What follows belongs to an exercise in optimizing a design on an open flow for small area; a production flow would make more cautious choices.
The RTL was checked by simulation tests, not by an equivalence proof against the original design.
Power figures rest on the tool's default switching activity, not on a simulated workload.

==> inputs of ember <==
==> flow/design.v (excerpt) <==
module top (
input clk_12m,       
input rst_n,     
output led1,     
output led2,      
output          	lcd_rst     ,
output				lcd_blk		,
output          	lcd_dc      ,
output          	lcd_sclk    ,
output          	lcd_mosi    ,
output          	lcd_cs   ,
input				uart_rx,		 
output				uart_tx,
input		[3:0]	col,
output	    [3:0]	row,
output led_song,
output			    beeper
);
clock: 10.0 ns
lec_check: 0
abc_area: 1
cap_margin: 20
core_margin: 2
core_utilization: 70
place_density: 0.85
slew_margin: 20
standard.sh (not shown) runs the stock make flow with config.mk's settings and CLKGATE_MAP_FILE= SYNTH_SCRIPT=/design/flow/synth_recipe.tcl, a recipe that flattens the netlist after the stock synthesis.
==> flow/flow/run.sh <==
#!/bin/bash
set -euo pipefail
export CTS_ARGS="-sink_clustering_enable -repair_clock_nets -sink_clustering_size 28 -sink_clustering_max_diameter 60 -buf_list sky130_fd_sc_hd__clkbuf_16 -dont_use_dummy_load"
bash standard.sh > standard.log 2>&1
==> onyx (differences from ember) <==
--- a/flow/design.v
+++ b/flow/design.v
@@ -46,14 +46,20 @@
 		cnt <= 1'b0;
 	else if((cnt >= BPS_PARA-1)||(!bps_en))
 		cnt <= 1'b0;
 	else
 		cnt <= cnt + 1'b1;
 end
-always @(*)
-	bps_clk = (cnt == (BPS_PARA>>1) + 1);
+always @ (posedge clk or negedge rst_n) begin
+	if(!rst_n)
+		bps_clk <= 1'b0;
+	else if(cnt == (BPS_PARA>>1))
+		bps_clk <= 1'b1;
+	else
+		bps_clk <= 1'b0;
+end
 endmodule
 module uart_rx(
 		input					clk,			 
 		input					rst_n,			
 		output	reg		bps_en,			
 		input					bps_clk,		
@@ -113,21 +119,20 @@
 		input					bps_clk,			
 		input					tx_data_valid,	
 		input			[7:0]	tx_data_in,		
 		output	reg		uart_tx			 
 	);
 reg				[3:0]	num;
-reg					tx_is65;
-wire	[9:0]	tx_data_r = {1'b1, 1'b0, 1'b1, 4'b0000, ~tx_is65, tx_is65, 1'b0};	
+reg				[9:0]	tx_data_r;	
 always @ (posedge clk or negedge rst_n) begin
 	if(!rst_n) begin
 		bps_en <= 1'b0;
-		tx_is65 <= 1'b0;
+		tx_data_r <= 10'd0;
 	end else if(tx_data_valid && (!bps_en))begin	
 		bps_en <= 1'b1;		
-		tx_is65 <= tx_data_in[0];	
+		tx_data_r <= {1'b1,tx_data_in,1'b0};	
 	end else if(num==4'd10) begin	
 		bps_en <= 1'b0;		 
 	end
 end
 always @ (posedge clk or negedge rst_n) begin
 	if(!rst_n) begin
@@ -380,40 +385,40 @@
 		case (c_state)
 			2'd0: row = 4'b1110;
 			2'd1: row = 4'b1101;
 			2'd2: row = 4'b1011;
 			default: row = 4'b0111;
 		endcase
-	reg	[15:0]	nkey,nkey_r,nkout;
-	assign key_out = ~nkout[2:0];
-	wire [3:0] nkout_g = c_state == 2'd0 ? nkout[ 3: 0] :
-	                     c_state == 2'd1 ? nkout[ 7: 4] :
-	                     c_state == 2'd2 ? nkout[11: 8] : nkout[15:12];
-	wire [3:0] nkey_g  = c_state == 2'd0 ? nkey[ 3: 0] :
-	                     c_state == 2'd1 ? nkey[ 7: 4] :
-	                     c_state == 2'd2 ? nkey[11: 8] : nkey[15:12];
-	wire [3:0] nkeyr_g = c_state == 2'd0 ? nkey_r[ 3: 0] :
-	                     c_state == 2'd1 ? nkey_r[ 7: 4] :
-	                     c_state == 2'd2 ? nkey_r[11: 8] : nkey_r[15:12];
+	reg	[15:0]	key,key_r,kout;
+	assign key_out = kout[2:0];
+	wire [3:0] kout_g = c_state == 2'd0 ? kout[ 3: 0] :
+	                    c_state == 2'd1 ? kout[ 7: 4] :
+	                    c_state == 2'd2 ? kout[11: 8] : kout[15:12];
+	wire [3:0] key_g  = c_state == 2'd0 ? key[ 3: 0] :
+	                    c_state == 2'd1 ? key[ 7: 4] :
+	                    c_state == 2'd2 ? key[11: 8] : key[15:12];
+	wire [3:0] keyr_g = c_state == 2'd0 ? key_r[ 3: 0] :
+	                    c_state == 2'd1 ? key_r[ 7: 4] :
+	                    c_state == 2'd2 ? key_r[11: 8] : key_r[15:12];
 	always@(posedge clk or negedge rst_n) begin
 		if(!rst_n) begin
-			nkout <= 16'h0000; nkey_r <= 16'h0000; nkey <= 16'h0000;
+			kout <= 16'hffff; key_r <= 16'hffff; key <= 16'hffff;
 		end else if(fall_200hz) begin
 			case(c_state)
-				2'd0: begin nkout[ 3: 0] <= nkey_r[ 3: 0]&nkey[ 3: 0]; nkey_r[ 3: 0] <= nkey[ 3: 0]; nkey[ 3: 0] <= ~col; end
-				2'd1: begin nkout[ 7: 4] <= nkey_r[ 7: 4]&nkey[ 7: 4]; nkey_r[ 7: 4] <= nkey[ 7: 4]; nkey[ 7: 4] <= ~col; end
-				2'd2: begin nkout[11: 8] <= nkey_r[11: 8]&nkey[11: 8]; nkey_r[11: 8] <= nkey[11: 8]; nkey[11: 8] <= ~col; end
-				2'd3: begin nkout[15:12] <= nkey_r[15:12]&nkey[15:12]; nkey_r[15:12] <= nkey[15:12]; nkey[15:12] <= ~col; end
+				2'd0: begin kout[ 3: 0] <= key_r[ 3: 0]|key[ 3: 0]; key_r[ 3: 0] <= key[ 3: 0]; key[ 3: 0] <= col; end
+				2'd1: begin kout[ 7: 4] <= key_r[ 7: 4]|key[ 7: 4]; key_r[ 7: 4] <= key[ 7: 4]; key[ 7: 4] <= col; end
+				2'd2: begin kout[11: 8] <= key_r[11: 8]|key[11: 8]; key_r[11: 8] <= key[11: 8]; key[11: 8] <= col; end
+				2'd3: begin kout[15:12] <= key_r[15:12]|key[15:12]; key_r[15:12] <= key[15:12]; key[15:12] <= col; end
 			endcase
 		end
 	end
 	always@(posedge clk or negedge rst_n)
 		if(!rst_n)
 			key_pulse <= 1'b0;
 		else
-			key_pulse <= fall_200hz && |(~nkout_g & nkeyr_g & nkey_g);
+			key_pulse <= fall_200hz && |(kout_g & ~(keyr_g | key_g));
 endmodule
 module In_Out_Handle (input				clk,
                       input				rst_n,
                       input		[3:0]	col,
                       output	 [3:0]	row,
                       input         uart_rx,
@@ -428,16 +433,16 @@
                       input c1s_zero,
                       input c1s_last,
                       output			beeper);
     wire rx_data_valid;
     wire [7:0]	rx_data_out;
     reg tx_data_valid;
-    reg tx_is65;
-    wire [7:0] tx_data_in = tx_is65 ? 8'd65 : 8'd66;
+    reg [1:0] tx_code;                  
+    wire [7:0] tx_data_in = {1'b0, |tx_code, 4'b0000, tx_code};
     reg tx_data_valid_here;
-    wire tx_data_in_here;               
+    reg tx_data_in_here;                
     reg rx_data_valid_here;
     reg [4:0] rx_data_out_here;
     reg songs_choose;
     assign led_song = songs_choose;
     reg [6:0] rx_addr_in_index;
     assign rx_data_out_temp = rx_data_out;
@@ -525,39 +530,40 @@
         rx_data_valid_temp <= rx_data_valid;
         rx_data_valid_here <= 0;
     end
 always @ (posedge clk or negedge rst_n)
     if (!rst_n)  begin
          tx_data_valid <= 1'b0;
-         tx_is65 <= 1'b0;
+         tx_code <= 2'd0;
     end
     else if(switch_pulse) begin
          tx_data_valid<= 1'b1;
-         tx_is65 <= 1'b0;
+         tx_code <= 2'd2;
     end
     else if(!W_EN) begin
          tx_data_valid<= tx_data_valid_temp;
-         tx_is65 <= 1'b1;
+         tx_code <= {1'b0, tx_data_in_temp[0]};
     end
     else begin
          tx_data_valid<= tx_data_valid_here;
-         tx_is65 <= 1'b0;
+         tx_code <= {tx_data_in_here, 1'b0};
     end
 always @ (posedge clk or negedge rst_n)
     if (!rst_n)   begin
         W_EN <= 1'b1;
         tx_data_valid_here <= 1'b0;
+        tx_data_in_here <= 1'b0;
     end
     else if(back_music_RX) begin
         W_EN <= 1'b0;
         tx_data_valid_here <= 1'b0;
       end
     else if(finished_music_RX) begin
         tx_data_valid_here <= 1'b1;
+        tx_data_in_here <= 1'b1;
     end
-assign tx_data_in_here = back_music_RX;
 always @ (posedge clk or negedge rst_n)
     if (!rst_n)
         back_music_RX <= 1'b0;
     else if(finished_music_RX)
         back_music_RX <= 1'b1;
 always @ (posedge clk or negedge rst_n)
@@ -666,13 +672,14 @@
                     output reg [8:0] col_pos,
                     output reg W_EN,
                     output reg row_finished_flag);
     parameter SIZE_WIDTH_MAX = 9'd479;
     reg [8:0] addr_in_index;
     reg [8:0]  length_index;
-    assign tx_data_out = 8'd65;
+    reg tx_a;                           
+    assign tx_data_out = {1'b0, tx_a, 5'b00000, tx_a};
     reg show_row_done_flag;
     reg show_row_done_flag2;
     always @ (posedge clk_12m or negedge rst_n) begin
         if (!rst_n)
             length_index <= 9'd0;
         else if (length_index == 9'd480)
@@ -712,17 +719,19 @@
             show_row_done_flag <= 1'd1;
         end
         else if (show_row_done_flag2)
             show_row_done_flag <= 1'd0;
     always @ (posedge clk_12m or negedge rst_n)
         if (!rst_n)  begin
+            tx_a                <= 1'b0;
             tx_data_valid       <= 1'b0;
             show_row_done_flag2 <= 1'b0;
         end
         else if (show_row_done_flag == 1'b1) begin
             tx_data_valid       <= 1'b1;
+            tx_a                <= 1'b1;
             show_row_done_flag2 <= 1'b1;
         end
         else begin
             tx_data_valid       <= 1'b0;
             show_row_done_flag2 <= 1'b0;
         end
==> flow/run.sh (new file) <==
#!/bin/bash
# synth_recipe.tcl (not shown) runs the flow's synth.tcl, then flattens the netlist and writes it again
# the make line also repeats each setting of config.mk as NAME=value (left out here)
make -C /OpenROAD-flow-scripts/flow DESIGN_CONFIG=/design/flow/config.mk WORK_HOME=/design/flow/orfs CLKGATE_MAP_FILE= SYNTH_SCRIPT=/design/flow/synth_recipe.tcl finish
==> flow/config.mk (replaced) <==
export PLATFORM = sky130hd
export DESIGN_NAME = top
export DESIGN_NICKNAME = top
export VERILOG_FILES = /design/flow/design.v
export SDC_FILE = /design/flow/constraint.sdc
export NUM_CORES = 4
export LEC_CHECK = 0
export CAP_MARGIN = 20
export CORE_MARGIN = 2
export CORE_UTILIZATION = 70
export CTS_BUF_LIST = sky130_fd_sc_hd__clkbuf_16
export CTS_CLUSTER_DIAMETER = 60
export CTS_CLUSTER_SIZE = 27
export PLACE_DENSITY = 0.85
export SLEW_MARGIN = 20
removed: flow/flow/run.sh
removed: flow/standard.sh
==> qor.csv <==
stage,metric,value,unit
run_status,status,timing/DRC/antenna clean,
final_layout,flip-flop and latch area,0.0954,mm²
power_and_ir_drop,P_sw,0.00556,W
yosys,number of synthesized register bits,4653,
timing,worst rel slew slack,21.9,%
yosys,adder-cell area share of the yosys netlist,1.19,%
grt,GR Util All Layers,29.0,%
floorplan,Starting Density,70.4,%
[end of results for ember]
==> qor.csv <==
stage,metric,value,unit
final_layout,Multi-input gate area,0.0128,mm²
power_and_ir_drop,PD cells,241,mW/mm²
power_and_ir_drop,Final Total Pwr,0.0284,W
timing,worst rel slew slack,22.1,%
grt,GR Util All Layers,25.3,%
yosys,adder-cell area share of the yosys netlist,1.22,%
run_status,status,timing/DRC/antenna clean,
power_and_ir_drop,P_sw,0.00580,W
final_layout,flip-flop and latch area,0.0957,mm²
floorplan,well tap count,2058,
floorplan,Starting Density,70.3,%
[end of results for onyx]

## what the ideal ports hide
Ports are ideal in the flow. The routed layouts listed here were re-timed in OpenROAD.
Step 1: set_driving_cell puts a clkbuf_16 on clk_12m and a buf_2 on each other input, an assumption about the parent block.
Step 2 times the ports against the registers' clock, not the clock port: input delays grow and output delays shrink by t, the midpoint of the rising clock arrivals with the driver on.
a / b / c = ideal / step 1 / step 2; a / b = the first two.
| run | t (ns) | setup slack, ns | worst setup path at the end | worst register clock-pin slew, ns | worst data-port slew with drivers (ns) |
|---|---|---|---|---|---|
| ember | 0.924 | 5.361 / 5.265 / 6.064 | register to register | 0.13 / 0.13 | 0.05 |
| onyx | 0.907 | 5.365 / 5.284 / 5.840 | register to register | 0.11 / 0.11 | 0.05 |
After both steps setup and hold are still met in every run listed.
